Context: an optimization exercise on an open-source flow, tuned for small area, a short achievable clock period and few clock cycles per item. The choices shown serve that exercise and are no tape-out recipe.
Only simulation tests tie the RTL to the original design; equivalence was not proved.
Power figures rest on the tool's default switching activity, not on a simulated workload.

File: design.v
module reliability_LUT(
    input   [6:0]   K,
    output  [127:0] fz,
    output  [31:0]  r0_4,
    output  [15:0]  r0_8,
    output  [7:0]   r0_16,
    output  [3:0]   r0_32,
    output  [1:0]   r0_64,
    output  [15:0]  r1_8
);
    wire [128:1] lt;
    genvar c;
    generate for (c = 1; c <= 128; c = c + 1) begin: g_lt
        assign lt[c] = ({1'b0, K} < c);
    end endgenerate
    assign fz[0] = lt[128];
    assign fz[1] = lt[127];
    assign fz[2] = lt[126];
    assign fz[3] = lt[124];
    assign fz[4] = lt[120];
    assign fz[5] = lt[112];
    assign fz[6] = lt[96];
    assign fz[7] = lt[125];
    assign fz[8] = lt[123];
    assign fz[9] = lt[64];
    assign fz[10] = lt[119];
    assign fz[11] = lt[122];
    assign fz[12] = lt[111];
    assign fz[13] = lt[118];
    assign fz[14] = lt[110];
    assign fz[15] = lt[116];
    assign fz[16] = lt[95];
    assign fz[17] = lt[63];
    assign fz[18] = lt[108];
    assign fz[19] = lt[94];
    assign fz[20] = lt[104];
    assign fz[21] = lt[92];
    assign fz[22] = lt[121];
    assign fz[23] = lt[62];
    assign fz[24] = lt[117];
    assign fz[25] = lt[88];
    assign fz[26] = lt[60];
    assign fz[27] = lt[109];
    assign fz[28] = lt[115];
    assign fz[29] = lt[80];
    assign fz[30] = lt[114];
    assign fz[31] = lt[56];
    assign fz[32] = lt[107];
    assign fz[33] = lt[93];
    assign fz[34] = lt[102];
    assign fz[35] = lt[48];
    assign fz[36] = lt[91];
    assign fz[37] = lt[103];
    assign fz[38] = lt[106];
    assign fz[39] = lt[90];
    assign fz[40] = lt[32];
    assign fz[41] = lt[61];
    assign fz[42] = lt[87];
    assign fz[43] = lt[100];
    assign fz[44] = lt[59];
    assign fz[45] = lt[86];
    assign fz[46] = lt[79];
    assign fz[47] = lt[54];
    assign fz[48] = lt[58];
    assign fz[49] = lt[84];
    assign fz[50] = lt[47];
    assign fz[51] = lt[78];
    assign fz[52] = lt[55];
    assign fz[53] = lt[113];
    assign fz[54] = lt[76];
    assign fz[55] = lt[105];
    assign fz[56] = lt[52];
    assign fz[57] = lt[46];
    assign fz[58] = lt[72];
    assign fz[59] = lt[101];
    assign fz[60] = lt[31];
    assign fz[61] = lt[89];
    assign fz[62] = lt[44];
    assign fz[63] = lt[99];
    assign fz[64] = lt[85];
    assign fz[65] = lt[30];
    assign fz[66] = lt[40];
    assign fz[67] = lt[98];
    assign fz[68] = lt[57];
    assign fz[69] = lt[83];
    assign fz[70] = lt[28];
    assign fz[71] = lt[77];
    assign fz[72] = lt[82];
    assign fz[73] = lt[53];
    assign fz[74] = lt[24];
    assign fz[75] = lt[75];
    assign fz[76] = lt[51];
    assign fz[77] = lt[74];
    assign fz[78] = lt[45];
    assign fz[79] = lt[71];
    assign fz[80] = lt[16];
    assign fz[81] = lt[50];
    assign fz[82] = lt[43];
    assign fz[83] = lt[70];
    assign fz[84] = lt[29];
    assign fz[85] = lt[42];
    assign fz[86] = lt[68];
    assign fz[87] = lt[39];
    assign fz[88] = lt[27];
    assign fz[89] = lt[97];
    assign fz[90] = lt[38];
    assign fz[91] = lt[26];
    assign fz[92] = lt[23];
    assign fz[93] = lt[36];
    assign fz[94] = lt[81];
    assign fz[95] = lt[22];
    assign fz[96] = lt[73];
    assign fz[97] = lt[15];
    assign fz[98] = lt[49];
    assign fz[99] = lt[20];
    assign fz[100] = lt[69];
    assign fz[101] = lt[14];
    assign fz[102] = lt[41];
    assign fz[103] = lt[12];
    assign fz[104] = lt[67];
    assign fz[105] = lt[37];
    assign fz[106] = lt[8];
    assign fz[107] = lt[66];
    assign fz[108] = lt[25];
    assign fz[109] = lt[35];
    assign fz[110] = lt[21];
    assign fz[111] = lt[34];
    assign fz[112] = lt[19];
    assign fz[113] = lt[13];
    assign fz[114] = lt[18];
    assign fz[115] = lt[11];
    assign fz[116] = lt[10];
    assign fz[117] = lt[7];
    assign fz[118] = lt[6];
    assign fz[119] = lt[65];
    assign fz[120] = lt[4];
    assign fz[121] = lt[33];
    assign fz[122] = lt[17];
    assign fz[123] = lt[9];
    assign fz[124] = lt[5];
    assign fz[125] = lt[3];
    assign fz[126] = lt[2];
    assign fz[127] = lt[1];
    assign r0_4[0] = lt[124];
    assign r0_4[1] = lt[96];
    assign r0_4[2] = lt[64];
    assign r0_4[3] = lt[110];
    assign r0_4[4] = lt[63];
    assign r0_4[5] = lt[62];
    assign r0_4[6] = lt[60];
    assign r0_4[7] = lt[56];
    assign r0_4[8] = lt[48];
    assign r0_4[9] = lt[90];
    assign r0_4[10] = lt[32];
    assign r0_4[11] = lt[54];
    assign r0_4[12] = lt[47];
    assign r0_4[13] = lt[55];
    assign r0_4[14] = lt[46];
    assign r0_4[15] = lt[31];
    assign r0_4[16] = lt[30];
    assign r0_4[17] = lt[28];
    assign r0_4[18] = lt[24];
    assign r0_4[19] = lt[45];
    assign r0_4[20] = lt[16];
    assign r0_4[21] = lt[29];
    assign r0_4[22] = lt[26];
    assign r0_4[23] = lt[22];
    assign r0_4[24] = lt[15];
    assign r0_4[25] = lt[12];
    assign r0_4[26] = lt[8];
    assign r0_4[27] = lt[21];
    assign r0_4[28] = lt[11];
    assign r0_4[29] = lt[6];
    assign r0_4[30] = lt[4];
    assign r0_4[31] = lt[1];
    assign r0_8[0] = lt[96];
    assign r0_8[1] = lt[64];
    assign r0_8[2] = lt[62];
    assign r0_8[3] = lt[56];
    assign r0_8[4] = lt[48];
    assign r0_8[5] = lt[32];
    assign r0_8[6] = lt[47];
    assign r0_8[7] = lt[31];
    assign r0_8[8] = lt[28];
    assign r0_8[9] = lt[24];
    assign r0_8[10] = lt[16];
    assign r0_8[11] = lt[22];
    assign r0_8[12] = lt[12];
    assign r0_8[13] = lt[8];
    assign r0_8[14] = lt[6];
    assign r0_8[15] = lt[1];
    assign r0_16[0] = lt[64];
    assign r0_16[1] = lt[56];
    assign r0_16[2] = lt[32];
    assign r0_16[3] = lt[31];
    assign r0_16[4] = lt[24];
    assign r0_16[5] = lt[16];
    assign r0_16[6] = lt[8];
    assign r0_16[7] = lt[1];
    assign r0_32[0] = lt[56];
    assign r0_32[1] = lt[31];
    assign r0_32[2] = lt[16];
    assign r0_32[3] = lt[1];
    assign r0_64[0] = lt[31];
    assign r0_64[1] = lt[1];
    assign r1_8[0] = ~lt[128];
    assign r1_8[1] = ~lt[123];
    assign r1_8[2] = ~lt[121];
    assign r1_8[3] = ~lt[117];
    assign r1_8[4] = ~lt[107];
    assign r1_8[5] = ~lt[100];
    assign r1_8[6] = ~lt[113];
    assign r1_8[7] = ~lt[101];
    assign r1_8[8] = ~lt[98];
    assign r1_8[9] = ~lt[82];
    assign r1_8[10] = ~lt[70];
    assign r1_8[11] = ~lt[97];
    assign r1_8[12] = ~lt[73];
    assign r1_8[13] = ~lt[67];
    assign r1_8[14] = ~lt[65];
    assign r1_8[15] = ~lt[33];
endmodule
module pe #(parameter W = 14) (
    input  signed [W-1:0] a,
    input  signed [W-1:0] b,
    input                 g,       
    input                 u,
    output signed [W:0]   z,
    output                sS,      
    output                sD       
);
    wire signed [W:0] S = a + b;
    wire signed [W:0] D = b - a;
    wire sa = a[W-1];
    wire sb = b[W-1];
    wire sel = (sa == sb) ? (D[W] ^ ~sa) : (S[W] ^ sa);
    wire signed [W-1:0] m = sel ? a : b;
    wire neg = m[W-1] ^ sa ^ sb;
    wire signed [W:0] mx = m;
    wire signed [W:0] fz = neg ? -mx : mx;
    assign z  = g ? (u ? D : S) : fz;
    assign sS = S[W];
    assign sD = D[W];
endmodule
module polar_decoder (
    input           clk,
    input           rst_n,
    input           module_en,
    output          proc_done,
    output  [ 10:0] raddr,
    input   [191:0] rdata,
    output  [  5:0] waddr,
    output  [139:0] wdata
);
    integer i, j;
    genvar gi;
    localparam ST_IDLE = 3'd0, ST_P1 = 3'd1, ST_PZ = 3'd2, ST_TOP = 3'd3,
               ST_TREE = 3'd4, ST_CWZ = 3'd5, ST_KF = 3'd6, ST_DONE = 3'd7;
    reg [2:0]  st;
    reg [6:0]  K, Kn, P;
    reg        knv, kf2, pcap;
    reg [5:0]  p;
    reg [10:0] cwbase;       
    reg [1:0]  q;
    reg [3:0]  ts;
    reg [2:0]  lv;
    reg [2:0]  pos;
    reg        actg;
    reg [1:0]  lstep;
    reg [1:0]  blr, ul;
    reg [10:0] raddr_r;
    reg [5:0]  waddr_r;
    reg        wd_clr;
    reg        done;
    reg [126:0] wd;
    reg [6:0]  dec_idx;
    assign raddr = raddr_r;
    assign waddr = waddr_r;
    assign wdata = {13'd0, wd};
    assign proc_done = done;
    reg [191:0] hold, hold2;
    reg signed [13:0] B5 [0:31];
    reg signed [14:0] B4 [0:15];
    reg signed [15:0] B3 [0:7];
    reg signed [16:0] B2 [0:3];
    reg signed [17:0] B1 [0:1];
    reg [3:0]  PS4;
    reg [7:0]  PS8;
    reg [15:0] PS16;
    reg [31:0] PS32;
    reg [63:0] PS64;
    wire [127:0] fz;
    wire [31:0]  r0_4;
    wire [15:0]  r0_8, r1_8;
    wire [7:0]   r0_16;
    wire [3:0]   r0_32;
    wire [1:0]   r0_64;
    reliability_LUT lut (.K(K), .fz(fz), .r0_4(r0_4), .r0_8(r0_8), .r0_16(r0_16),
                         .r0_32(r0_32), .r0_64(r0_64), .r1_8(r1_8));
    wire [6:0] Kx = (st == ST_KF) ? rdata[16:10] : Kn;
    wire [127:0] fzx_unused;
    wire [31:0]  r0x_4;
    wire [15:0]  r0x_8, r1x_8;
    wire [7:0]   r0x_16;
    wire [3:0]   r0x_32;
    wire [1:0]   r0x_64;
    reliability_LUT lutx (.K(Kx), .fz(fzx_unused), .r0_4(r0x_4), .r0_8(r0x_8), .r0_16(r0x_16),
                          .r0_32(r0x_32), .r0_64(r0x_64), .r1_8(r1x_8));
    wire [1:0] firstq_x = !r0x_32[0] ? 2'd0 : !r0x_32[1] ? 2'd1 : !r0x_32[2] ? 2'd2 : 2'd3;
    wire       zero_x   = (Kx == 7'd0);
    wire [1:0] firstq   = !r0_32[0] ? 2'd0 : !r0_32[1] ? 2'd1 : !r0_32[2] ? 2'd2 : 2'd3;
    wire [4:0] Q  = {q, pos};           
    wire [3:0] fzq = fz[{Q, 2'b00} +: 4];
    wire in_top  = (st == ST_TOP);
    wire in_tree = (st == ST_TREE);
    wire m_topa  = in_top & ts[0] & (ts != 4'd1) & (ts != 4'd11);    
    wire m_topb  = in_top & ((ts == 4'd6) | (ts == 4'd10));
    wire m_l5    = in_tree & (lv == 3'd5);
    wire m_l4    = in_tree & (lv == 3'd4);
    wire m_l3    = in_tree & (lv == 3'd3);
    wire m_l2    = in_tree & (lv == 3'd2);
    reg r0left;
    always @* begin
        case (lv)
        3'd5: r0left = r0_16[{q, 1'b0}];
        3'd4: r0left = r0_8[{q, pos[2], 1'b0}];
        default: r0left = r0_4[{q, pos[2:1], 1'b0}];
        endcase
    end
    wire tree_g = actg | r0left;              
    wire tree_u_en = actg & ~r0left;
    reg [1:0] topk;
    always @* begin
        case (ts)
        4'd3: topk = 2'd2;
        4'd5: topk = 2'd0;
        4'd7: topk = 2'd3;
        default: topk = 2'd1;
        endcase
    end
    wire signed [18:0] pz [0:15];
    wire ps_S [0:15];
    wire ps_D [0:15];
    generate for (gi = 0; gi < 16; gi = gi + 1) begin: g_pe
        localparam W = (gi < 2) ? 17 : (gi < 4) ? 16 : (gi < 8) ? 15 : 14;
        localparam [3:0] GI = gi;
        reg signed [W-1:0] a, b;
        reg gg, uu;
        wire signed [W-1:0] la, lb;
        wire lg, lu;
        if (gi >= 8) begin: c5
            assign la = B5[16 + gi]; assign lb = B5[gi];
            assign lg = tree_g; assign lu = tree_u_en & PS16[gi];
        end else if (gi >= 4) begin: c4
            assign la = m_l5 ? B5[16 + gi] : B4[gi];
            assign lb = m_l5 ? B5[gi]      : B4[8 + gi];
            assign lg = tree_g;
            assign lu = tree_u_en & (m_l5 ? PS16[gi] : PS8[gi]);
        end else if (gi >= 2) begin: c3
            assign la = m_l5 ? B5[16 + gi] : m_l4 ? B4[gi]     : B3[gi];
            assign lb = m_l5 ? B5[gi]      : m_l4 ? B4[8 + gi] : B3[4 + gi];
            assign lg = tree_g;
            assign lu = tree_u_en & (m_l5 ? PS16[gi] : m_l4 ? PS8[gi] : PS4[gi]);
        end else begin: c2
            assign la = m_l5 ? B5[16 + gi] : m_l4 ? B4[gi]     : m_l3 ? B3[gi]     : B2[gi];
            assign lb = m_l5 ? B5[gi]      : m_l4 ? B4[8 + gi] : m_l3 ? B3[4 + gi] : B2[2 + gi];
            assign lg = m_l2 ? lstep[1] : tree_g;
            assign lu = m_l2 ? blr[gi] : tree_u_en & (m_l5 ? PS16[gi] : m_l4 ? PS8[gi] : PS4[gi]);
        end
        always @* begin
            if (m_topa) begin
                a = $signed(hold2[12*gi +: 12]);
                b = $signed(hold[12*gi +: 12]);
                gg = q[1];
                uu = q[1] & ~r0_64[0] & PS64[{topk, GI}];
            end else if (m_topb) begin
                a = B4[gi];
                b = B5[gi];
                gg = q[0];
                uu = q[0] & ~r0_32[{q[1], 1'b0}] & PS32[{ts[3], GI}];
            end else begin
                a = la; b = lb; gg = lg; uu = lu;
            end
        end
        wire signed [W:0] z;
        pe #(.W(W)) u_pe (.a(a), .b(b), .g(gg), .u(uu), .z(z), .sS(ps_S[gi]), .sD(ps_D[gi]));
        assign pz[gi] = z;
    end endgenerate
    wire [3:0] sgn2, nz2;
    generate for (gi = 0; gi < 4; gi = gi + 1) begin: g_l2
        assign sgn2[gi] = B2[gi][16];
        assign nz2[gi]  = |B2[gi];
    end endgenerate
    wire caseL = fzq[0] & ~fzq[1];
    wire caseR = fzq[2] & ~fzq[3];
    wire signed [18:0] b1sum = B1[0] + B1[1];
    wire sl0 = (sgn2[0] ^ sgn2[2]) & nz2[0] & nz2[2];
    wire sl1 = (sgn2[1] ^ sgn2[3]) & nz2[1] & nz2[3];
    wire lu0 = ~fzq[0] & (sl0 ^ sl1);
    wire lu1 = ~fzq[1] & (fzq[0] ? b1sum[18] : sl1);
    wire lbl0 = lu0 ^ lu1;
    wire lbl1 = lu1;
    wire sr0 = lbl0 ? ps_D[0] : ps_S[0];
    wire sr1 = lbl1 ? ps_D[1] : ps_S[1];
    wire lu2 = ~fzq[2] & (sr0 ^ sr1);
    wire lu3 = ~fzq[3] & sr1;            
    wire [7:0] sgn3;
    wire nozero3;
    reg  [7:0] nz3;
    generate for (gi = 0; gi < 8; gi = gi + 1) begin: g_l3
        assign sgn3[gi] = B3[gi][15];
        always @* nz3[gi] = |B3[gi];
    end endgenerate
    assign nozero3 = &nz3;
    wire r1ok = m_l3 & ~actg & r1_8[{q, pos[2:1]}] & nozero3;
    reg [7:0] r1u;
    always @* begin
        r1u = sgn3;
        for (i = 0; i < 8; i = i + 1) if ((i & 1) == 0) r1u[i] = r1u[i] ^ r1u[i+1];
        for (i = 0; i < 8; i = i + 1) if ((i & 2) == 0) r1u[i] = r1u[i] ^ r1u[i+2];
        for (i = 0; i < 8; i = i + 1) if ((i & 4) == 0) r1u[i] = r1u[i] ^ r1u[i+4];
    end
    reg [2:0]  st_n;
    reg [6:0]  K_n, Kn_n, P_n;
    reg        knv_n, kf2_n, pcap_n;
    reg [5:0]  p_n;
    reg [10:0] cwbase_n, raddr_n;
    reg [1:0]  q_n;
    reg [3:0]  ts_n;
    reg [2:0]  lv_n, pos_n;
    reg        actg_n;
    reg [1:0]  lstep_n, blr_n, ul_n;
    reg        wd_clr_n, done_n;
    reg        fin;           
    reg [2:0]  fs;            
    reg [3:0]  leafu;         
    reg [3:0]  b4;
    reg [7:0]  b8;
    reg [15:0] b16;
    reg [31:0] b32;
    reg [63:0] b64;
    reg        w4, w8, w16, w32, w64;
    reg        cw_done;
    reg [7:0]  outc;          
    reg [3:0]  outn;
    reg        go;
    reg [2:0]  k;
    always @* begin
        st_n = st; K_n = K; Kn_n = Kn; P_n = P; knv_n = knv; kf2_n = 1'b0; pcap_n = 1'b0;
        p_n = p; cwbase_n = cwbase; raddr_n = raddr_r; q_n = q; ts_n = ts;
        lv_n = lv; pos_n = pos; actg_n = actg; lstep_n = lstep; blr_n = blr; ul_n = ul;
        wd_clr_n = 1'b0; done_n = 1'b0;
        fin = 1'b0; fs = 3'd2; leafu = 4'd0;
        b4 = 0; b8 = 0; b16 = 0; b32 = 0; b64 = 0;
        w4 = 0; w8 = 0; w16 = 0; w32 = 0; w64 = 0;
        cw_done = 1'b0; outc = 8'd0; outn = 4'd0; go = 1'b0;
        case (st)
        ST_IDLE: begin
            raddr_n = 11'd1;
            if (module_en && !done) begin
                K_n = rdata[16:10];
                p_n = 6'd0;
                cwbase_n = 11'd2;
                knv_n = 1'b0;
                wd_clr_n = 1'b1;
                raddr_n = 11'd0;
                st_n = ST_P1;
            end
        end
        ST_P1: begin
            if (K == 7'd0) begin
                st_n = ST_PZ;
            end else begin
                st_n = ST_TOP; ts_n = 4'd0; q_n = firstq;
                raddr_n = cwbase + 11'd2;
                pcap_n = 1'b1;
            end
        end
        ST_PZ: begin
            P_n = rdata[6:0];
            st_n = ST_CWZ;
        end
        ST_CWZ: begin
            cw_done = 1'b1;
        end
        ST_KF: begin
            if (kf2) begin
                K_n = rdata[16:10];
                if (zero_x) st_n = ST_CWZ;
                else begin
                    st_n = ST_TOP; ts_n = 4'd0; q_n = firstq_x;
                    raddr_n = cwbase + 11'd2;
                end
            end else kf2_n = 1'b1;
        end
        ST_TOP: begin
            if (pcap) P_n = rdata[6:0];
            ts_n = ts + 4'd1;
            case (ts)
            4'd0: raddr_n = cwbase + 11'd6;
            4'd1: raddr_n = cwbase + 11'd0;
            4'd2: raddr_n = cwbase + 11'd4;
            4'd3: raddr_n = cwbase + 11'd3;
            4'd4: raddr_n = cwbase + 11'd7;
            4'd5: raddr_n = cwbase + 11'd1;
            4'd6: raddr_n = cwbase + 11'd5;
            4'd7: raddr_n = cwbase + 11'd32;     
            default: ;
            endcase
            if (ts == 4'd9) begin
                Kn_n = rdata[16:10];
                knv_n = 1'b1;
            end
            if (ts == 4'd10) begin
                st_n = ST_TREE; lv_n = 3'd5; pos_n = 3'd0; actg_n = 1'b0; lstep_n = 2'd0;
            end
        end
        ST_TREE: begin
            if (lv == 3'd2) begin
                case (lstep)
                2'd0, 2'd1: begin
                    if (lstep == 2'd0 && caseL) begin
                        lstep_n = 2'd1;
                    end else if (caseR) begin
                        ul_n = {lu1, lu0};
                        blr_n = {lbl1, lbl0};
                        lstep_n = 2'd2;
                    end else begin
                        fin = 1'b1; fs = 3'd2;
                        leafu = {lu3, lu2, lu1, lu0};
                    end
                end
                2'd2: lstep_n = 2'd3;
                default: begin
                    fin = 1'b1; fs = 3'd2;
                    leafu = {~fzq[3] & b1sum[18], 1'b0, ul[1], ul[0]};
                end
                endcase
            end else if (r1ok) begin
                fin = 1'b1; fs = 3'd3;
            end else begin
                lv_n = lv - 3'd1;
                actg_n = 1'b0;
                lstep_n = 2'd0;
                if (tree_g) begin
                    case (lv)
                    3'd5: pos_n = pos + 3'd4;
                    3'd4: pos_n = pos + 3'd2;
                    default: pos_n = pos + 3'd1;
                    endcase
                end
            end
        end
        ST_DONE: begin
            done_n = 1'b1;
            st_n = ST_IDLE;
            raddr_n = 11'd1;
        end
        default: st_n = ST_IDLE;
        endcase
        if (fin) begin
            lstep_n = 2'd0;
            if (fs == 3'd2) begin
                b4 = {leafu[3], leafu[2] ^ leafu[3], leafu[1] ^ leafu[3],
                      leafu[0] ^ leafu[1] ^ leafu[2] ^ leafu[3]};
                k = 3'd0;
                for (i = 0; i < 4; i = i + 1) begin
                    if (!fzq[i]) begin
                        outc[k] = leafu[i];
                        k = k + 3'd1;
                    end
                end
                outn = {1'b0, k};
            end else begin
                b8 = sgn3;
                outc = r1u;
                outn = 4'd8;
            end
        end
        go = fin & (fs == 3'd2);
        if (go) begin
            if (pos[0]) begin
                b8 = {b4, (PS4 & {4{~r0_4[{Q[4:1], 1'b0}]}}) ^ b4};
            end else if (!r0_4[{Q[4:1], 1'b1}]) begin
                w4 = 1'b1; go = 1'b0;
                lv_n = 3'd3; pos_n = {pos[2:1], 1'b0}; actg_n = 1'b1;
            end else begin
                b8 = {4'd0, b4};
            end
        end
        go = go | (fin & (fs == 3'd3));
        if (go) begin
            if (pos[1]) begin
                b16 = {b8, (PS8 & {8{~r0_8[{q, pos[2], 1'b0}]}}) ^ b8};
            end else if (!r0_8[{q, pos[2], 1'b1}]) begin
                w8 = 1'b1; go = 1'b0;
                lv_n = 3'd4; pos_n = {pos[2], 2'b00}; actg_n = 1'b1;
            end else begin
                b16 = {8'd0, b8};
            end
        end
        if (go) begin
            if (pos[2]) begin
                b32 = {b16, (PS16 & {16{~r0_16[{q, 1'b0}]}}) ^ b16};
            end else if (!r0_16[{q, 1'b1}]) begin
                w16 = 1'b1; go = 1'b0;
                lv_n = 3'd5; pos_n = 3'd0; actg_n = 1'b1;
            end else begin
                b32 = {16'd0, b16};
            end
        end
        if (go) begin
            if (q[0]) begin
                b64 = {b32, (PS32 & {32{~r0_32[{q[1], 1'b0}]}}) ^ b32};
            end else if (!r0_32[{q[1], 1'b1}]) begin
                w32 = 1'b1; go = 1'b0;
                st_n = ST_TOP; ts_n = 4'd0; q_n = {q[1], 1'b1};
                raddr_n = cwbase + 11'd2;
            end else begin
                b64 = {32'd0, b32};
            end
        end
        if (go) begin
            if (!q[1] && !r0_64[1]) begin
                w64 = 1'b1; go = 1'b0;
                st_n = ST_TOP; ts_n = 4'd0; q_n = r0_32[2] ? 2'd3 : 2'd2;
                raddr_n = cwbase + 11'd2;
            end else begin
                cw_done = 1'b1;
            end
        end
        if (cw_done) begin
            if (p == P - 7'd1) begin
                st_n = ST_DONE;
            end else begin
                p_n = p + 6'd1;
                cwbase_n = cwbase + 11'd33;
                wd_clr_n = 1'b1;
                knv_n = 1'b0;
                if (knv) begin
                    K_n = Kn;
                    if (zero_x) st_n = ST_CWZ;
                    else begin
                        st_n = ST_TOP; ts_n = 4'd0; q_n = firstq_x;
                        raddr_n = cwbase + 11'd35;
                    end
                end else begin
                    st_n = ST_KF;
                    raddr_n = cwbase + 11'd32;
                end
            end
        end
    end
    always @(posedge clk or negedge rst_n) begin
        if (!rst_n) begin
            st <= ST_IDLE; K <= 0; Kn <= 0; P <= 0; knv <= 0; kf2 <= 0; pcap <= 0;
            p <= 0; cwbase <= 0; raddr_r <= 11'd1; q <= 0; ts <= 0;
            lv <= 0; pos <= 0; actg <= 0; lstep <= 0; blr <= 0; ul <= 0;
            wd_clr <= 0; done <= 0; waddr_r <= 0;
        end else begin
            st <= st_n; K <= K_n; Kn <= Kn_n; P <= P_n; knv <= knv_n; kf2 <= kf2_n; pcap <= pcap_n;
            p <= p_n; cwbase <= cwbase_n; raddr_r <= raddr_n; q <= q_n; ts <= ts_n;
            lv <= lv_n; pos <= pos_n; actg <= actg_n; lstep <= lstep_n; blr <= blr_n; ul <= ul_n;
            wd_clr <= wd_clr_n; done <= done_n; waddr_r <= p;
        end
    end
    wire [127:0] onehot = 128'd1 << dec_idx;
    reg  [126:0] wd_n;
    always @* begin
        for (i = 0; i < 127; i = i + 1) begin
            wd_n[i] = wd[i];
            for (j = 0; j < 8; j = j + 1)
                if (i >= j) wd_n[i] = wd_n[i] | (onehot[i-j] & outc[j]);
        end
    end
    always @(posedge clk) begin
        if (wd_clr) begin
            wd <= 0;
            dec_idx <= 0;
        end else if (fin) begin
            wd <= wd_n;
            dec_idx <= dec_idx + outn;
        end
    end
    always @(posedge clk) begin
        hold  <= rdata;
        hold2 <= hold;
        if (w4)  PS4  <= b4;
        if (w8)  PS8  <= b8;
        if (w16) PS16 <= b16;
        if (w32) PS32 <= b32;
        if (w64) PS64 <= b64;
        for (i = 0; i < 16; i = i + 1) begin
            if ((m_topa && (ts == 4'd3 || ts == 4'd7)) || (m_topb && ts == 4'd10))
                B5[i] <= pz[i][13:0];
            if (m_topb && ts == 4'd6)
                B5[16+i] <= pz[i][13:0];
            if ((m_topa && (ts == 4'd5 || ts == 4'd9)) || m_l5)
                B4[i] <= pz[i][14:0];
        end
        for (i = 0; i < 8; i = i + 1)
            if (m_l4) B3[i] <= pz[i][15:0];
        for (i = 0; i < 4; i = i + 1)
            if (m_l3) B2[i] <= pz[i][16:0];
        for (i = 0; i < 2; i = i + 1)
            if (m_l2 && (lstep == 2'd0 || lstep == 2'd2)) B1[i] <= pz[i][17:0];
    end
endmodule
File: run.sh
#!/bin/bash
# synth_recipe.tcl (not shown) runs the flow's synth.tcl, then flattens the netlist and writes it again
# the make line also repeats each setting of config.mk as NAME=value (left out here)
make -C /OpenROAD-flow-scripts/flow DESIGN_CONFIG=/design/flow/config.mk WORK_HOME=/design/flow/orfs CLKGATE_MAP_FILE= SYNTH_SCRIPT=/design/flow/synth_recipe.tcl finish
File: config.mk
export PLATFORM = sky130hd
export DESIGN_NAME = polar_decoder
export DESIGN_NICKNAME = polar_decoder
export VERILOG_FILES = /design/flow/design.v
export SDC_FILE = /design/flow/constraint.sdc
export NUM_CORES = 8
export LEC_CHECK = 0
export CAP_MARGIN = 20
export CORE_MARGIN = 2
export CORE_UTILIZATION = 40
export SLEW_MARGIN = 20
File: constraint.sdc
create_clock -name core_clock -period 12.0 [get_ports {clk}]
set_input_delay 2.4000 -clock core_clock [delete_from_list [all_inputs] [get_ports {clk}]]
set_output_delay 2.4000 -clock core_clock [all_outputs]
set_load 0.01 [all_outputs]
==> results of run 1 <==
## critical path: cells and delay by family, from the launching register on
| family | cells | cell delay (ns) |
|---|---|---|
| buffers and inverters | 8 | 3.35 |
| and+or+nand+nor | 8 | 1.80 |
| DFF | 1 | 0.58 |
| AOI/OAI and AO/OA | 12 | 2.97 |
| adders and majority gates | 1 | 0.23 |
## metrics by stage
stage               util, %  setup WS, ns
floorplan                 -          1.37
global placement       42.8          3.02
detailed placement     42.8          2.90
CTS                    45.3          2.91
global route           45.3          2.19
finish                 45.3          2.70
## report_power, final
group | total (W) | internal [W] | leakage (nW) | switching [W]
Sequential | 0.00915 | 0.00868 | 14.6 | 0.000477
Combinational | 0.0200 | 0.00633 | 27.7 | 0.0136
Clock | 0.00614 | 0.00357 | 3.20 | 0.00257
Total | 0.0352 | 0.0186 | 45.5 | 0.0167
## kinds of logic (layout without fill, tap and decap cells)
logic type	Yosys count	after routing
fa+ha+maj	594	594
buf+inv	1410	1527
xor+xnor	495	495
other cells	1	26
compound gates	3640	3640
mux	438	438
simple gates	3978	3978
flops	1643	1643
## area by class of cell
cell class	instances	area (um2)	share of cell area, %
tap	3533	4420	3.67
timing repair buffer	510	4800	3.99
clock inverter	112	1120	0.933
inverter	653	2460	2.05
antenna	13	32.5	0.0270
sequential	1643	43800	36.4
multi-input combinational	9158	58300	48.5
clock buffer	252	5410	4.50
## flip-flops by register name (all words and copies together) (netlist names), 16 cells and up
register,cells
hold,192
B3,128
PS64,64
B5,448
PS32,32
wd,127
B4,240
B1,36
hold2,192
B2,68
PS16,16
## path summary, 6_finish.rpt
path                                        endpoint  depth (start not counted)
worst max-delay path             wd[57]$_SDFFE_PP0P_                         29
worst min-delay path              hold2[144]$_DFF_P_                          0
worst max register to register   wd[57]$_SDFFE_PP0P_                         29
worst min register to register    hold2[144]$_DFF_P_                          0
max in group asynchronous           wd_clr$_DFF_PN0_                          2
min in group asynchronous       raddr_r[5]$_DFF_PN0_                          1
## Yosys cell counts (41+ instances only)
library cell,number
ha_1,548
nand4_1,83
edfxtp_1,1044
dfrtp_1,80
a211o_1,79
mux2i_1,346
xnor2_1,388
buf_2,93
a22oi_1,289
o31ai_1,72
a21o_1,157
nand2b_1,64
nor2b_1,78
clkbuf_1,510
a221oi_1,112
nor3_1,247
dfxtp_1,518
a31oi_1,285
and2_1,70
and3_1,52
inv_1,642
a21oi_1,1054
a211oi_1,189
or3_1,55
a2111oi_0,41
nor4_1,105
o21a_1,49
nor2_1,1387
o211ai_1,89
o21ai_0,645
nand3_1,226
buf_1,120
mux2_2,65
xor2_1,106
nand2_1,1499
o21bai_1,123
## per-layer routing
layer	share of wire (%)	global-route usage, %
met5	0.030	0
met1	41	36.5
met4	5.4	13.5
met2	45	44.5
met3	8.0	4.36
==> flow_metrics.py, run 1 <==
metrics = {
    "timing": {
        "max_freq_mhz": 108,
        "setup_tns_ns": 0,
        "finalCritPeriodShare_pct": 77.5,
        "min_period_ns": 9.30,
        "rsz0062_at_grt": "no",
        "setup_violations": 0,
        "worst_clock_skew_ns": 0.0910,
        "hold_viol_final": 0,
        "timing.final.max_slew_violations": 0,
        "relSlewSlack_pct": 17.5,
        "tightest_slew_ns": 1.22,
        "whs_ns": 0.296,
    },
    "cts": {
        "cts_root_buffer": "clkbuf_16",
        "clockBufferDepth": 4,
        "cts_hold_buf": 0,
        "cts_tree": "yes",
        "clkTransAtPathRegs_ns": 0.06,
        "postCtsSetupBuffers": 0,
        "clk_latency_ns": 0.93,
        "cts_inserted_buffers": 199,
        "cts_sinks": 1643,
        "cts_resized": 0,
        "htreeDepth": 4,
    },
    "floorplan": {
        "die_y_um": 521,
        "fp.coreArea_um2": 266000,
        "dieArea_um2": 272000,
        "initial_core_util_pct": 40.3,
        "rows": 189,
        "io_pins": 353,
        "fp.dieW_um": 521,
    },
    "global_routing": {
        "grt-ovfl-total": 0,
        "grt_pass1_wl_mm": 587,
        "antenna_found_initial": 21,
        "grt_pass1_vias": 92735,
        "grt_max_degree": 155,
        "grt_use_total_pct": 27.8,
    },
    "yosys": {
        "synth_edf_count": 1044,
        "muxShareOfSynthArea_pct": 4.46,
        "synth-seq-cells": 1643,
        "ys.flop_type": "edfxtp_1",
        "synth_cell_type_count": 122,
        "synth_top_area_share_pct": 29.3,
        "synth_area_leaders": "edfxtp_1, dfxtp_1, ha_1",
        "synthesis.area_um2": 107000,
        "yosysSeqAreaShare_pct": 40.9,
        "synthAdderAreaFrac_pct": 7.16,
        "postSynthAreaPerCell_um2": 8.78,
        "synthCells": 12199,
        "synth_top_family_by_area": "compound AO/OA/AOI/OAI gates",
        "yosysWarnings": 11,
        "synthArstFlopShare_pct": 4.93,
        "synth-xor-area-share_pct": 4.06,
        "synth_compound_area_share_pct": 22.1,
        "synth_top_area_cell": "edfxtp_1",
        "synth-simple-area-share_pct": 16.2,
    },
    "routing": {
        "antenna_left": 0,
        "drt_iter0_drc": 10537,
        "routed_via_density": 6.09,
        "drt-total-wl_mm": 392,
        "first_pass_iters": 9,
        "vias": 96619,
        "wl_per_cell_um": 24.7,
        "drc": 0,
    },
    "finish": {
        "mostFrequentLayoutCell": "nand2_1",
        "fin_nets": 12943,
        "instances_no_fill": 15874,
        "fillCellCount": 25399,
        "layout_common_cells": "nand2_1, nor2_1, a21oi_1, edfxtp_1, inv_1",
        "stdcell_area_um2": 120000,
        "area_growth_pct": 12.4,
        "drive_gt1_share_pct": 6.05,
    },
    "worst_setup_path": {
        "crit_top_cell": "buf_4",
        "startpoint": "st[1]$_DFF_PN0_",
        "cpPeakStageDelay_ns": 0.83,
        "cp-end-kind": "register",
        "path_max_fanout": 84,
        "crit_required_ns": 12.82,
        "cp-start-kind": "register",
        "ff2ff_setup_slack_ns": 2.70,
        "crit_type": "reg2reg",
        "arrival_ns": 10.11,
        "regToRegStartpoint": "st[1]$_DFF_PN0_",
        "cpMaxStageDelayCell": "buf_4",
    },
    "min_path": {
        "hold_path_class": "reg2reg",
        "min_from": "hold[144]$_DFF_P_",
    },
    "flow_run": {
        "drv_cap": 0,
    },
    "placed_design": {
        "dp.cells": 15496,
        "dp_hpwl_mm": 279,
        "gp_congestion": 0.965,
        "io_buffer_count": 339,
        "placed_cell_area_um2": 114000,
    },
    "power": {
        "ir_worst_vdd_v": 0.000368,
        "total_power_w": 0.0352,
        "p_leak_nw": 45.5,
        "power_density_nw_per_um2": 293,
    },
    "run_status": {
        "outcome": "complete, no violations",
    },
}
Testbench counts, summed over its fixed seeds: cycles 79,943, packets 864.
==> inputs of run 2 (changes only) <==
--- a/design.v
+++ b/design.v
@@ -235,8 +235,9 @@
     wire sb = b[W-1];
     wire sel = (sa == sb) ? (D[W] ^ ~sa) : (S[W] ^ sa);
-    wire signed [W-1:0] m = sel ? a : b;
-    wire neg = m[W-1] ^ sa ^ sb;
-    wire signed [W:0] mx = m;
-    wire signed [W:0] fz = neg ? -mx : mx;
+    wire signed [W:0] ax = a;
+    wire signed [W:0] bx = b;
+    wire signed [W:0] na = sb ? -ax : ax;
+    wire signed [W:0] nb = sa ? -bx : bx;
+    wire signed [W:0] fz = sel ? na : nb;
     assign z  = g ? (u ? D : S) : fz;
     assign sS = S[W];
@@ -271,5 +272,6 @@
     reg [10:0] raddr_r;
     reg [5:0]  waddr_r;
-    reg        wd_clr;
+    reg        wd_clr, cwd1, dn1;
+    reg [5:0]  p_d;
     reg        done;
     reg [126:0] wd;
@@ -284,4 +286,5 @@
     reg signed [15:0] B3 [0:7];
     reg signed [16:0] B2 [0:3];
+    reg [3:0] nz2r;
     reg signed [17:0] B1 [0:1];
     reg [3:0]  PS4;
@@ -290,4 +293,11 @@
     reg [31:0] PS32;
     reg [63:0] PS64;
+    reg        pv, pfs3;
+    reg [7:0]  praw;
+    reg [3:0]  pfz, pcomb, pmask;
+    reg [4:0]  pw;
+    wire [3:0]  PS4e;
+    wire [7:0]  PS8e;
+    wire [15:0] PS16e;
     wire [127:0] fz;
     wire [31:0]  r0_4;
@@ -314,10 +324,6 @@
     wire in_top  = (st == ST_TOP);
     wire in_tree = (st == ST_TREE);
-    wire m_topa  = in_top & ts[0] & (ts != 4'd1) & (ts != 4'd11);    
-    wire m_topb  = in_top & ((ts == 4'd6) | (ts == 4'd10));
-    wire m_l5    = in_tree & (lv == 3'd5);
-    wire m_l4    = in_tree & (lv == 3'd4);
-    wire m_l3    = in_tree & (lv == 3'd3);
-    wire m_l2    = in_tree & (lv == 3'd2);
+    reg m_topa, m_topb, m_l5, m_l4, m_l3, m_l2;
+    reg we5a, we5b, we4;
     reg r0left;
     always @* begin
@@ -347,39 +353,45 @@
         reg signed [W-1:0] a, b;
         reg gg, uu;
-        wire signed [W-1:0] la, lb;
-        wire lg, lu;
+        wire signed [W-1:0] h2 = $signed(hold2[12*gi +: 12]);
+        wire signed [W-1:0] h1 = $signed(hold[12*gi +: 12]);
+        wire [W-1:0] b5hi = B5[16 + gi];
+        wire [W-1:0] b5lo = B5[gi];
+        wire [W-1:0] b4lo = B4[gi];
+        wire tg = m_topa ? q[1] : m_topb ? q[0] : (tree_g & ~m_l2);
+        wire tu = (m_topa & q[1] & ~r0_64[0] & PS64[{topk, GI}]) |
+                  (m_topb & q[0] & ~r0_32[{q[1], 1'b0}] & PS32[{ts[3], GI}]) |
+                  (tree_u_en & ((m_l5 & PS16e[gi]) | (m_l4 & PS8e[gi & 7]) | (m_l3 & PS4e[gi & 3])));
         if (gi >= 8) begin: c5
-            assign la = B5[16 + gi]; assign lb = B5[gi];
-            assign lg = tree_g; assign lu = tree_u_en & PS16[gi];
+            always @* begin
+                a = ({W{m_topa}} & h2) | ({W{m_topb}} & b4lo) | ({W{m_l5}} & b5hi);
+                b = ({W{m_topa}} & h1) | ({W{m_topb | m_l5}} & b5lo);
+            end
         end else if (gi >= 4) begin: c4
-            assign la = m_l5 ? B5[16 + gi] : B4[gi];
-            assign lb = m_l5 ? B5[gi]      : B4[8 + gi];
-            assign lg = tree_g;
-            assign lu = tree_u_en & (m_l5 ? PS16[gi] : PS8[gi]);
+            wire [W-1:0] b4hi = B4[8 + gi];
+            always @* begin
+                a = ({W{m_topa}} & h2) | ({W{m_topb | m_l4}} & b4lo) | ({W{m_l5}} & b5hi);
+                b = ({W{m_topa}} & h1) | ({W{m_topb | m_l5}} & b5lo) | ({W{m_l4}} & b4hi);
+            end
         end else if (gi >= 2) begin: c3
-            assign la = m_l5 ? B5[16 + gi] : m_l4 ? B4[gi]     : B3[gi];
-            assign lb = m_l5 ? B5[gi]      : m_l4 ? B4[8 + gi] : B3[4 + gi];
-            assign lg = tree_g;
-            assign lu = tree_u_en & (m_l5 ? PS16[gi] : m_l4 ? PS8[gi] : PS4[gi]);
+            wire [W-1:0] b4hi = B4[8 + gi];
+            wire [W-1:0] b3lo = B3[gi];
+            wire [W-1:0] b3hi = B3[4 + gi];
+            always @* begin
+                a = ({W{m_topa}} & h2) | ({W{m_topb | m_l4}} & b4lo) | ({W{m_l5}} & b5hi) | ({W{m_l3}} & b3lo);
+                b = ({W{m_topa}} & h1) | ({W{m_topb | m_l5}} & b5lo) | ({W{m_l4}} & b4hi) | ({W{m_l3}} & b3hi);
+            end
         end else begin: c2
-            assign la = m_l5 ? B5[16 + gi] : m_l4 ? B4[gi]     : m_l3 ? B3[gi]     : B2[gi];
-            assign lb = m_l5 ? B5[gi]      : m_l4 ? B4[8 + gi] : m_l3 ? B3[4 + gi] : B2[2 + gi];
-            assign lg = m_l2 ? lstep[1] : tree_g;
-            assign lu = m_l2 ? blr[gi] : tree_u_en & (m_l5 ? PS16[gi] : m_l4 ? PS8[gi] : PS4[gi]);
+            wire [W-1:0] b4hi = B4[8 + gi];
+            wire [W-1:0] b3lo = B3[gi];
+            wire [W-1:0] b3hi = B3[4 + gi];
+            wire [W-1:0] b2lo = B2[gi];
+            wire [W-1:0] b2hi = B2[2 + gi];
+            always @* begin
+                a = ({W{m_topa}} & h2) | ({W{m_topb | m_l4}} & b4lo) | ({W{m_l5}} & b5hi) | ({W{m_l3}} & b3lo) | ({W{m_l2}} & b2lo);
+                b = ({W{m_topa}} & h1) | ({W{m_topb | m_l5}} & b5lo) | ({W{m_l4}} & b4hi) | ({W{m_l3}} & b3hi) | ({W{m_l2}} & b2hi);
+            end
         end
         always @* begin
-            if (m_topa) begin
-                a = $signed(hold2[12*gi +: 12]);
-                b = $signed(hold[12*gi +: 12]);
-                gg = q[1];
-                uu = q[1] & ~r0_64[0] & PS64[{topk, GI}];
-            end else if (m_topb) begin
-                a = B4[gi];
-                b = B5[gi];
-                gg = q[0];
-                uu = q[0] & ~r0_32[{q[1], 1'b0}] & PS32[{ts[3], GI}];
-            end else begin
-                a = la; b = lb; gg = lg; uu = lu;
-            end
+            gg = tg; uu = tu;
         end
         wire signed [W:0] z;
@@ -390,5 +402,5 @@
     generate for (gi = 0; gi < 4; gi = gi + 1) begin: g_l2
         assign sgn2[gi] = B2[gi][16];
-        assign nz2[gi]  = |B2[gi];
+        assign nz2[gi]  = nz2r[gi];
     end endgenerate
     wire caseL = fzq[0] & ~fzq[1];
@@ -401,8 +413,23 @@
     wire lbl0 = lu0 ^ lu1;
     wire lbl1 = lu1;
-    wire sr0 = lbl0 ? ps_D[0] : ps_S[0];
-    wire sr1 = lbl1 ? ps_D[1] : ps_S[1];
+    wire signed [17:0] S02 = B2[0] + B2[2];
+    wire signed [17:0] D02 = B2[2] - B2[0];
+    wire signed [17:0] S13 = B2[1] + B2[3];
+    wire signed [17:0] D13 = B2[3] - B2[1];
+    wire sr0 = lbl0 ? D02[17] : S02[17];
+    wire sr1 = lbl1 ? D13[17] : S13[17];
     wire lu2 = ~fzq[2] & (sr0 ^ sr1);
-    wire lu3 = ~fzq[3] & sr1;            
+    wire n0 = (lstep == 2'd2) ? blr[0] : lbl0;
+    wire n1 = (lstep == 2'd2) ? blr[1] : lbl1;
+    wire [18:0] x0 = {{2{B2[0][16]}}, B2[0]} ^ {19{n0}};
+    wire [18:0] x1 = {{2{B2[1][16]}}, B2[1]} ^ {19{n1}};
+    wire [18:0] x2 = {{2{B2[2][16]}}, B2[2]};
+    wire [18:0] x3 = {{2{B2[3][16]}}, B2[3]};
+    wire [18:0] cs1s = x0 ^ x2 ^ x3;
+    wire [18:0] cs1c = {(x0[17:0] & x2[17:0]) | (x0[17:0] & x3[17:0]) | (x2[17:0] & x3[17:0]), n0};
+    wire [18:0] cs2s = cs1s ^ cs1c ^ x1;
+    wire [18:0] cs2c = {(cs1s[17:0] & cs1c[17:0]) | (cs1s[17:0] & x1[17:0]) | (cs1c[17:0] & x1[17:0]), n1};
+    wire [18:0] sum4 = cs2s + cs2c;
+    wire lu3 = ~fzq[3] & (fzq[2] ? sum4[18] : sr1);
     wire [7:0] sgn3;
     wire nozero3;
@@ -414,11 +441,4 @@
     assign nozero3 = &nz3;
     wire r1ok = m_l3 & ~actg & r1_8[{q, pos[2:1]}] & nozero3;
-    reg [7:0] r1u;
-    always @* begin
-        r1u = sgn3;
-        for (i = 0; i < 8; i = i + 1) if ((i & 1) == 0) r1u[i] = r1u[i] ^ r1u[i+1];
-        for (i = 0; i < 8; i = i + 1) if ((i & 2) == 0) r1u[i] = r1u[i] ^ r1u[i+2];
-        for (i = 0; i < 8; i = i + 1) if ((i & 4) == 0) r1u[i] = r1u[i] ^ r1u[i+4];
-    end
     reg [2:0]  st_n;
     reg [6:0]  K_n, Kn_n, P_n;
@@ -431,17 +451,12 @@
     reg        actg_n;
     reg [1:0]  lstep_n, blr_n, ul_n;
-    reg        wd_clr_n, done_n;
+    reg        wd_clr_n, done_n, cwd1_n, dn1_n;
     reg        fin;           
     reg [2:0]  fs;            
     reg [3:0]  leafu;         
-    reg [3:0]  b4;
-    reg [7:0]  b8;
-    reg [15:0] b16;
-    reg [31:0] b32;
-    reg [63:0] b64;
-    reg        w4, w8, w16, w32, w64;
+    reg [7:0]  nb;            
+    reg [3:0]  ccomb, cmask;  
+    reg [4:0]  cw;            
     reg        cw_done;
-    reg [7:0]  outc;          
-    reg [3:0]  outn;
     reg        go;
     reg [2:0]  k;
@@ -450,9 +465,8 @@
         p_n = p; cwbase_n = cwbase; raddr_n = raddr_r; q_n = q; ts_n = ts;
         lv_n = lv; pos_n = pos; actg_n = actg; lstep_n = lstep; blr_n = blr; ul_n = ul;
-        wd_clr_n = 1'b0; done_n = 1'b0;
+        wd_clr_n = cwd1; cwd1_n = 1'b0; dn1_n = dn1; done_n = 1'b0;
         fin = 1'b0; fs = 3'd2; leafu = 4'd0;
-        b4 = 0; b8 = 0; b16 = 0; b32 = 0; b64 = 0;
-        w4 = 0; w8 = 0; w16 = 0; w32 = 0; w64 = 0;
-        cw_done = 1'b0; outc = 8'd0; outn = 4'd0; go = 1'b0;
+        nb = 0; ccomb = 0; cmask = 0; cw = 0;
+        cw_done = 1'b0; go = 1'b0;
         case (st)
         ST_IDLE: begin
@@ -519,8 +533,14 @@
             if (lv == 3'd2) begin
                 case (lstep)
-                2'd0, 2'd1: begin
-                    if (lstep == 2'd0 && caseL) begin
+                2'd0: begin
+                    if (caseL) begin
                         lstep_n = 2'd1;
-                    end else if (caseR) begin
+                    end else begin
+                        fin = 1'b1; fs = 3'd2;
+                        leafu = {lu3, lu2, lu1, lu0};
+                    end
+                end
+                2'd1: begin
+                    if (caseR) begin
                         ul_n = {lu1, lu0};
                         blr_n = {lbl1, lbl0};
@@ -531,8 +551,7 @@
                     end
                 end
-                2'd2: lstep_n = 2'd3;
                 default: begin
                     fin = 1'b1; fs = 3'd2;
-                    leafu = {~fzq[3] & b1sum[18], 1'b0, ul[1], ul[0]};
+                    leafu = {lu3, 1'b0, ul[1], ul[0]};
                 end
                 endcase
@@ -553,6 +572,10 @@
         end
         ST_DONE: begin
-            done_n = 1'b1;
-            st_n = ST_IDLE;
+            dn1_n = 1'b1;
+            if (dn1) begin
+                done_n = 1'b1;
+                st_n = ST_IDLE;
+                dn1_n = 1'b0;
+            end
             raddr_n = 11'd1;
         end
@@ -561,30 +584,14 @@
         if (fin) begin
             lstep_n = 2'd0;
-            if (fs == 3'd2) begin
-                b4 = {leafu[3], leafu[2] ^ leafu[3], leafu[1] ^ leafu[3],
-                      leafu[0] ^ leafu[1] ^ leafu[2] ^ leafu[3]};
-                k = 3'd0;
-                for (i = 0; i < 4; i = i + 1) begin
-                    if (!fzq[i]) begin
-                        outc[k] = leafu[i];
-                        k = k + 3'd1;
-                    end
-                end
-                outn = {1'b0, k};
-            end else begin
-                b8 = sgn3;
-                outc = r1u;
-                outn = 4'd8;
-            end
+            nb = (fs == 3'd2) ? {4'd0, leafu} : sgn3;
         end
+        cmask = {~r0_32[{q[1], 1'b0}], ~r0_16[{q, 1'b0}], ~r0_8[{q, pos[2], 1'b0}], ~r0_4[{Q[4:1], 1'b0}]};
         go = fin & (fs == 3'd2);
         if (go) begin
             if (pos[0]) begin
-                b8 = {b4, (PS4 & {4{~r0_4[{Q[4:1], 1'b0}]}}) ^ b4};
+                ccomb[0] = 1'b1;
             end else if (!r0_4[{Q[4:1], 1'b1}]) begin
-                w4 = 1'b1; go = 1'b0;
+                cw[0] = 1'b1; go = 1'b0;
                 lv_n = 3'd3; pos_n = {pos[2:1], 1'b0}; actg_n = 1'b1;
-            end else begin
-                b8 = {4'd0, b4};
             end
         end
@@ -592,36 +599,30 @@
         if (go) begin
             if (pos[1]) begin
-                b16 = {b8, (PS8 & {8{~r0_8[{q, pos[2], 1'b0}]}}) ^ b8};
+                ccomb[1] = 1'b1;
             end else if (!r0_8[{q, pos[2], 1'b1}]) begin
-                w8 = 1'b1; go = 1'b0;
+                cw[1] = 1'b1; go = 1'b0;
                 lv_n = 3'd4; pos_n = {pos[2], 2'b00}; actg_n = 1'b1;
-            end else begin
-                b16 = {8'd0, b8};
             end
         end
         if (go) begin
             if (pos[2]) begin
-                b32 = {b16, (PS16 & {16{~r0_16[{q, 1'b0}]}}) ^ b16};
+                ccomb[2] = 1'b1;
             end else if (!r0_16[{q, 1'b1}]) begin
-                w16 = 1'b1; go = 1'b0;
+                cw[2] = 1'b1; go = 1'b0;
                 lv_n = 3'd5; pos_n = 3'd0; actg_n = 1'b1;
-            end else begin
-                b32 = {16'd0, b16};
             end
         end
         if (go) begin
             if (q[0]) begin
-                b64 = {b32, (PS32 & {32{~r0_32[{q[1], 1'b0}]}}) ^ b32};
+                ccomb[3] = 1'b1;
             end else if (!r0_32[{q[1], 1'b1}]) begin
-                w32 = 1'b1; go = 1'b0;
+                cw[3] = 1'b1; go = 1'b0;
                 st_n = ST_TOP; ts_n = 4'd0; q_n = {q[1], 1'b1};
                 raddr_n = cwbase + 11'd2;
-            end else begin
-                b64 = {32'd0, b32};
             end
         end
         if (go) begin
             if (!q[1] && !r0_64[1]) begin
-                w64 = 1'b1; go = 1'b0;
+                cw[4] = 1'b1; go = 1'b0;
                 st_n = ST_TOP; ts_n = 4'd0; q_n = r0_32[2] ? 2'd3 : 2'd2;
                 raddr_n = cwbase + 11'd2;
@@ -636,5 +637,5 @@
                 p_n = p + 6'd1;
                 cwbase_n = cwbase + 11'd33;
-                wd_clr_n = 1'b1;
+                cwd1_n = 1'b1;
                 knv_n = 1'b0;
                 if (knv) begin
@@ -657,12 +658,77 @@
             p <= 0; cwbase <= 0; raddr_r <= 11'd1; q <= 0; ts <= 0;
             lv <= 0; pos <= 0; actg <= 0; lstep <= 0; blr <= 0; ul <= 0;
-            wd_clr <= 0; done <= 0; waddr_r <= 0;
+            wd_clr <= 0; done <= 0; waddr_r <= 0; cwd1 <= 0; dn1 <= 0; p_d <= 0;
+            pv <= 0;
         end else begin
             st <= st_n; K <= K_n; Kn <= Kn_n; P <= P_n; knv <= knv_n; kf2 <= kf2_n; pcap <= pcap_n;
             p <= p_n; cwbase <= cwbase_n; raddr_r <= raddr_n; q <= q_n; ts <= ts_n;
             lv <= lv_n; pos <= pos_n; actg <= actg_n; lstep <= lstep_n; blr <= blr_n; ul <= ul_n;
-            wd_clr <= wd_clr_n; done <= done_n; waddr_r <= p;
+            wd_clr <= wd_clr_n; done <= done_n; cwd1 <= cwd1_n; dn1 <= dn1_n;
+            p_d <= p; waddr_r <= p_d;
+            pv <= fin;
+        end
+    end
+    wire tn = (st_n == ST_TOP);
+    wire rn = (st_n == ST_TREE);
+    always @(posedge clk or negedge rst_n) begin
+        if (!rst_n) begin
+            m_topa <= 0; m_topb <= 0; m_l5 <= 0; m_l4 <= 0; m_l3 <= 0; m_l2 <= 0;
+            we5a <= 0; we5b <= 0; we4 <= 0;
+        end else begin
+            m_topa <= tn & ((ts_n == 4'd3) | (ts_n == 4'd5) | (ts_n == 4'd7) | (ts_n == 4'd9));
+            m_topb <= tn & ((ts_n == 4'd6) | (ts_n == 4'd10));
+            m_l5   <= rn & (lv_n == 3'd5);
+            m_l4   <= rn & (lv_n == 3'd4);
+            m_l3   <= rn & (lv_n == 3'd3);
+            m_l2   <= rn & (lv_n == 3'd2);
+            we5a   <= tn & ((ts_n == 4'd3) | (ts_n == 4'd7) | (ts_n == 4'd10));
+            we5b   <= tn & (ts_n == 4'd6);
+            we4    <= (tn & ((ts_n == 4'd5) | (ts_n == 4'd9))) | (rn & (lv_n == 3'd5));
         end
     end
+    always @(posedge clk) begin
+        pfs3 <= (fs == 3'd3);
+        praw <= nb; pfz <= fzq;
+        pcomb <= ccomb; pmask <= cmask; pw <= cw & {5{fin}};
+    end
+    wire        pwv = pv;
+    reg  [7:0] pbt;
+    reg  [7:0] poutc;
+    reg  [3:0] poutn;
+    reg  [2:0] kk;
+    always @* begin
+        pbt = praw;
+        for (i = 0; i < 8; i = i + 1) if ((i & 1) == 0) pbt[i] = pbt[i] ^ pbt[i+1];
+        for (i = 0; i < 8; i = i + 1) if ((i & 2) == 0) pbt[i] = pbt[i] ^ pbt[i+2];
+        for (i = 0; i < 8; i = i + 1) if ((i & 4) == 0 && pfs3) pbt[i] = pbt[i] ^ pbt[i+4];
+        poutc = 8'd0;
+        if (pfs3) begin
+            poutc = pbt;
+            poutn = 4'd8;
+        end else begin
+            kk = 3'd0;
+            for (i = 0; i < 4; i = i + 1) begin
+                if (!pfz[i]) begin
+                    poutc[kk] = praw[i];
+                    kk = kk + 3'd1;
+                end
+            end
+            poutn = {1'b0, kk};
+        end
+    end
+    wire [7:0]  pb = pfs3 ? praw : {4'd0, pbt[3:0]};
+    wire [3:0]  pb4  = pb[3:0];
+    wire [7:0]  pb8  = pfs3 ? pb : pcomb[0] ? {pb4, (PS4 & {4{pmask[0]}}) ^ pb4} : {4'd0, pb4};
+    wire [15:0] pb16 = pcomb[1] ? {pb8, (PS8 & {8{pmask[1]}}) ^ pb8} : {8'd0, pb8};
+    wire [31:0] pb32 = pcomb[2] ? {pb16, (PS16 & {16{pmask[2]}}) ^ pb16} : {16'd0, pb16};
+    wire [63:0] pb64 = pcomb[3] ? {pb32, (PS32 & {32{pmask[3]}}) ^ pb32} : {32'd0, pb32};
+    wire w4  = pwv & pw[0];
+    wire w8  = pwv & pw[1];
+    wire w16 = pwv & pw[2];
+    wire w32 = pwv & pw[3];
+    wire w64 = pwv & pw[4];
+    assign PS4e  = w4  ? pb4  : PS4;
+    assign PS8e  = w8  ? pb8  : PS8;
+    assign PS16e = w16 ? pb16 : PS16;
     wire [127:0] onehot = 128'd1 << dec_idx;
     reg  [126:0] wd_n;
@@ -671,5 +737,5 @@
             wd_n[i] = wd[i];
             for (j = 0; j < 8; j = j + 1)
-                if (i >= j) wd_n[i] = wd_n[i] | (onehot[i-j] & outc[j]);
+                if (i >= j) wd_n[i] = wd_n[i] | (onehot[i-j] & poutc[j]);
         end
     end
@@ -678,7 +744,7 @@
             wd <= 0;
             dec_idx <= 0;
-        end else if (fin) begin
+        end else if (pwv) begin
             wd <= wd_n;
-            dec_idx <= dec_idx + outn;
+            dec_idx <= dec_idx + poutn;
         end
     end
@@ -686,23 +752,23 @@
         hold  <= rdata;
         hold2 <= hold;
-        if (w4)  PS4  <= b4;
-        if (w8)  PS8  <= b8;
-        if (w16) PS16 <= b16;
-        if (w32) PS32 <= b32;
-        if (w64) PS64 <= b64;
+        if (w4)  PS4  <= pb4;
+        if (w8)  PS8  <= pb8;
+        if (w16) PS16 <= pb16;
+        if (w32) PS32 <= pb32;
+        if (w64) PS64 <= pb64;
         for (i = 0; i < 16; i = i + 1) begin
-            if ((m_topa && (ts == 4'd3 || ts == 4'd7)) || (m_topb && ts == 4'd10))
-                B5[i] <= pz[i][13:0];
-            if (m_topb && ts == 4'd6)
-                B5[16+i] <= pz[i][13:0];
-            if ((m_topa && (ts == 4'd5 || ts == 4'd9)) || m_l5)
-                B4[i] <= pz[i][14:0];
+            if (we5a) B5[i] <= pz[i][13:0];
+            if (we5b) B5[16+i] <= pz[i][13:0];
+            if (we4)  B4[i] <= pz[i][14:0];
         end
         for (i = 0; i < 8; i = i + 1)
             if (m_l4) B3[i] <= pz[i][15:0];
         for (i = 0; i < 4; i = i + 1)
-            if (m_l3) B2[i] <= pz[i][16:0];
+            if (m_l3) begin
+                B2[i] <= pz[i][16:0];
+                nz2r[i] <= |pz[i][16:0];
+            end
         for (i = 0; i < 2; i = i + 1)
-            if (m_l2 && (lstep == 2'd0 || lstep == 2'd2)) B1[i] <= pz[i][17:0];
+            if (m_l2 && lstep == 2'd0) B1[i] <= pz[i][17:0];
     end
 endmodule
--- a/config.mk
+++ b/config.mk
@@ -9,3 +9,4 @@
 export CORE_MARGIN = 2
 export CORE_UTILIZATION = 40
+export SETUP_SLACK_MARGIN = 4
 export SLEW_MARGIN = 20
==> run 2 against run 1 <==
  * Global-route usage decreased by 0.090 points
  * Count of clock-buffer cells in the layout decreased by 5
  * Highest routed layer unchanged
  * Still clean on timing, DRC and antenna
  * Sequential power decreased by 1%
==> flow_metrics.py, run 2 <==
metrics = {
    "cts": {
        "cts_hold_buf": 0,
        "htreeDepth": 4,
        "clkTransAtPathRegs_ns": 0.07,
        "cts_root_buffer": "clkbuf_16",
        "clk_latency_ns": 0.92,
        "clockBufferDepth": 4,
        "cts_inserted_buffers": 197,
        "cts_sinks": 1691,
        "cts_tree": "yes",
    },
    "placed_design": {
        "dp_hpwl_mm": 292,
        "gp_congestion": 0.985,
        "io_buffer_count": 339,
    },
    "timing": {
        "min_period_ns": 7.67,
        "relSlewSlack_pct": 9.42,
        "finalCritPeriodShare_pct": 63.9,
        "tightest_slew_ns": 1.35,
        "hold_viol_final": 0,
        "max_freq_mhz": 130,
        "setup_violations": 0,
        "whs_ns": 0.343,
        "worst_clock_skew_ns": 0.0826,
        "timing.final.max_slew_violations": 0,
        "setup_tns_ns": 0,
        "rsz0062_at_grt": "no",
    },
    "power": {
        "power_switching_w": 0.0221,
        "swShare_pct": 51.1,
        "ir_worst_vdd_v": 0.000590,
        "power.share.combinational_pct": 64.6,
        "seqPwrFrac_pct": 20.9,
        "internal_power_w": 0.0212,
        "clkPwrFrac_pct": 14.5,
        "power_density_nw_per_um2": 347,
        "total_power_w": 0.0433,
        "p_leak_nw": 46.7,
    },
    "floorplan": {
        "die_y_um": 531,
        "dieArea_um2": 282000,
        "rows": 193,
        "fp.dieW_um": 531,
        "fp.coreArea_um2": 277000,
        "io_pins": 353,
        "initial_core_util_pct": 40.2,
    },
    "worst_setup_path": {
        "crit_type": "reg2reg",
        "path_max_fanout": 112,
        "worstPathCellList": "buf_4, or2_4, buf_12, a211oi_1, inv_1, ha_1, nor2_1, o311ai_0, a211oi_1, o2111ai_1, a211o_1, and3_1, xnor2_1, nand2b_1, o21ai_0, a221o_1, or4_1, or4_1",
        "cp-start-kind": "register",
        "cp-end-kind": "register",
        "crit_required_ns": 12.63,
        "cpMaxStageDelayCell": "xnor2_1",
        "cpPeakStageDelay_ns": 1.02,
        "arrival_ns": 8.30,
    },
    "yosys": {
        "synthAdderAreaFrac_pct": 8.15,
        "synth_most_common_cell": "nor2_1",
        "synth_top_area_share_pct": 27.5,
        "synth-simple-area-share_pct": 14.0,
        "synth_top_family_by_area": "compound AO/OA/AOI/OAI gates",
        "synth_compound_area_share_pct": 23.7,
        "synth_top_area_cell": "edfxtp_1",
        "yosysWarnings": 19,
        "synthCells": 12139,
        "synth-xor-area-share_pct": 5.95,
        "yosys-top-cells-count": "nor2_1, edfxtp_1, nand2_1",
        "muxShareOfSynthArea_pct": 2.65,
        "postSynthAreaPerCell_um2": 9.17,
        "ys.flop_type": "edfxtp_1",
        "synth_area_leaders": "edfxtp_1, dfxtp_1, ha_1",
        "synth-seq-cells": 1691,
        "synth_edf_count": 1020,
        "synthesis.area_um2": 111000,
        "yosysSeqAreaShare_pct": 40.0,
        "synth_cell_type_count": 118,
        "synthArstFlopShare_pct": 5.85,
    },
    "finish": {
        "largest_register_ffs": 448,
        "drive_gt1_share_pct": 6.01,
        "reg.largest.list": "B5 x448, B4 x240",
        "area_growth_pct": 12.0,
        "mostFrequentLayoutCell": "nor2_1",
        "regMostFlops": "B5",
        "layout_common_cells": "nor2_1, edfxtp_1, nand2_1, inv_1, a21oi_1",
        "fin_nets": 12960,
    },
    "routing": {
        "drc": 0,
        "antenna_left": 0,
        "drt_iter0_drc": 13811,
        "wl_per_cell_um": 25.7,
        "drt-total-wl_mm": 410,
        "routed_via_density": 6.29,
        "vias": 100519,
        "first_pass_iters": 12,
    },
    "global_routing": {
        "grt_max_degree": 139,
        "grt_pass1_vias": 95186,
        "grt_pass1_wl_mm": 613,
        "antenna_found_initial": 25,
        "grt-ovfl-total": 0,
        "grt_use_total_pct": 27.7,
    },
    "min_path": {
        "hold_path_class": "reg2reg",
    },
    "run_status": {
        "outcome": "complete, no violations",
    },
    "flow_run": {
        "drv_cap": 0,
    },
}
run 2: cell type report:
cell class,instances,area [um2]
multi-input combinational,8909,61000
clock buffer,247,5360
sequential,1691,44600
antenna,26,65.1
clock inverter,119,1350
fill,26290,152000
inverter,776,2910
timing repair buffer,507,4760
tap,3705,4640
run 2: what timing repair did:
action                     4_1_cts  5_1_grt
setup endpoints to repair        0        4
resized for setup                0        0
setup buffers                    0        3
run 2: path summary, 6_finish.rpt:
check                      slack [ns]  cells after the start                  end        startpoint
min in group asynchronous        1.51                      1  cwbase[6]$_DFF_PN0_             rst_n
max in group asynchronous        9.14                      2     wd_clr$_DFF_PN0_             rst_n
min reg2reg                      0.34                      0    hold2[64]$_DFF_P_  hold[64]$_DFF_P_
max reg2reg                      4.33                     18    nz2r[1]$_DFFE_PP_  m_topb$_DFF_PN0_
max                              4.33                     18    nz2r[1]$_DFFE_PP_  m_topb$_DFF_PN0_
min                              0.34                      0    hold2[64]$_DFF_P_  hold[64]$_DFF_P_
run 2: kinds of logic after synthesis:
kind of cell | count (synthesis)
AOI/OAI and AO/OA | 3783
and+or+nand+nor | 3423
DFF | 1691
buffers and inverters | 1551
xor gates and xnor gates | 754
adders and majority gates | 683
muxes | 253
other | 1
run 2: critical path, delay by kind of cell (launching register included):
family	cells	cell delay, ns
buffers and inverters	3	0.83
XOR/XNOR	1	1.02
flip-flops	1	0.47
adder cells (fa/ha/maj)	1	0.38
AND/OR/NAND/NOR	6	2.09
AO/OA/AOI/OAI	7	2.59
run 2: per-layer routing:
layer,global-route usage [%],share of wire (%),vias to the layer above
li1,-,-,45310
met2,43.3,45,5255
met4,11.0,4.3,10
met5,0,0.019,-
met1,38.1,42,49149
met3,4.34,8.7,795
run 2: power by group through the flow:
stage / Sequential, W / Combinational [W] / Clock (W)
finish: 0.00905 / 0.0279 / 0.00628
floorplan: 0.00881 / 0.0200 / 0
detailed placement: 0.00915 / 0.0271 / 0
global placement: 0.00914 / 0.0266 / 0
global route: 0.00910 / 0.0304 / 0.00660
CTS: 0.00903 / 0.0272 / 0.00638
run 2: stage by stage:
| stage | util [%] | instance area (um2) | instances | worst slack (ns) |
|---|---|---|---|---|
| floorplan | - | 111000 | 12151 | 4.80 |
| global placement | 42.6 | 118000 | 15584 | 4.61 |
| detailed placement | 42.6 | 118000 | 15584 | 4.49 |
| CTS | 45.0 | 125000 | 15950 | 4.49 |
| global route | 45.0 | 125000 | 15967 | 3.97 |
| finish | 45.0 | 125000 | 15980 | 4.33 |
Testbench counts of run 2, summed over its fixed seeds: cycles 75,350, packets 864.

-- afterwards: timing with drivers on the ports --
The results above use ideal ports. As a check the final layouts listed here were re-extracted and re-timed, cells and wires unchanged. Step 1, drivers: a clkbuf_16 drives clk and a buf_2 each remaining input, both assumed. Step 2 moves the port delays by t, midway between the first and last clock arrival at a register: inputs arrive t later, outputs are due t later. That takes back most of the time a late clock gives input paths. Slacks: ideal / step 1 / step 2; pairs: ideal / step 1.
| run | t, ns | slack for setup (ns) | cell pins on the clock port's net |
|---|---|---|---|
| run 1 | 0.984 | 2.703 / 2.703 / 2.703 | 1 |
| run 2 | 0.978 | 4.329 / 4.329 / 4.329 | 1 |
After both steps setup and hold are still met in every run listed.
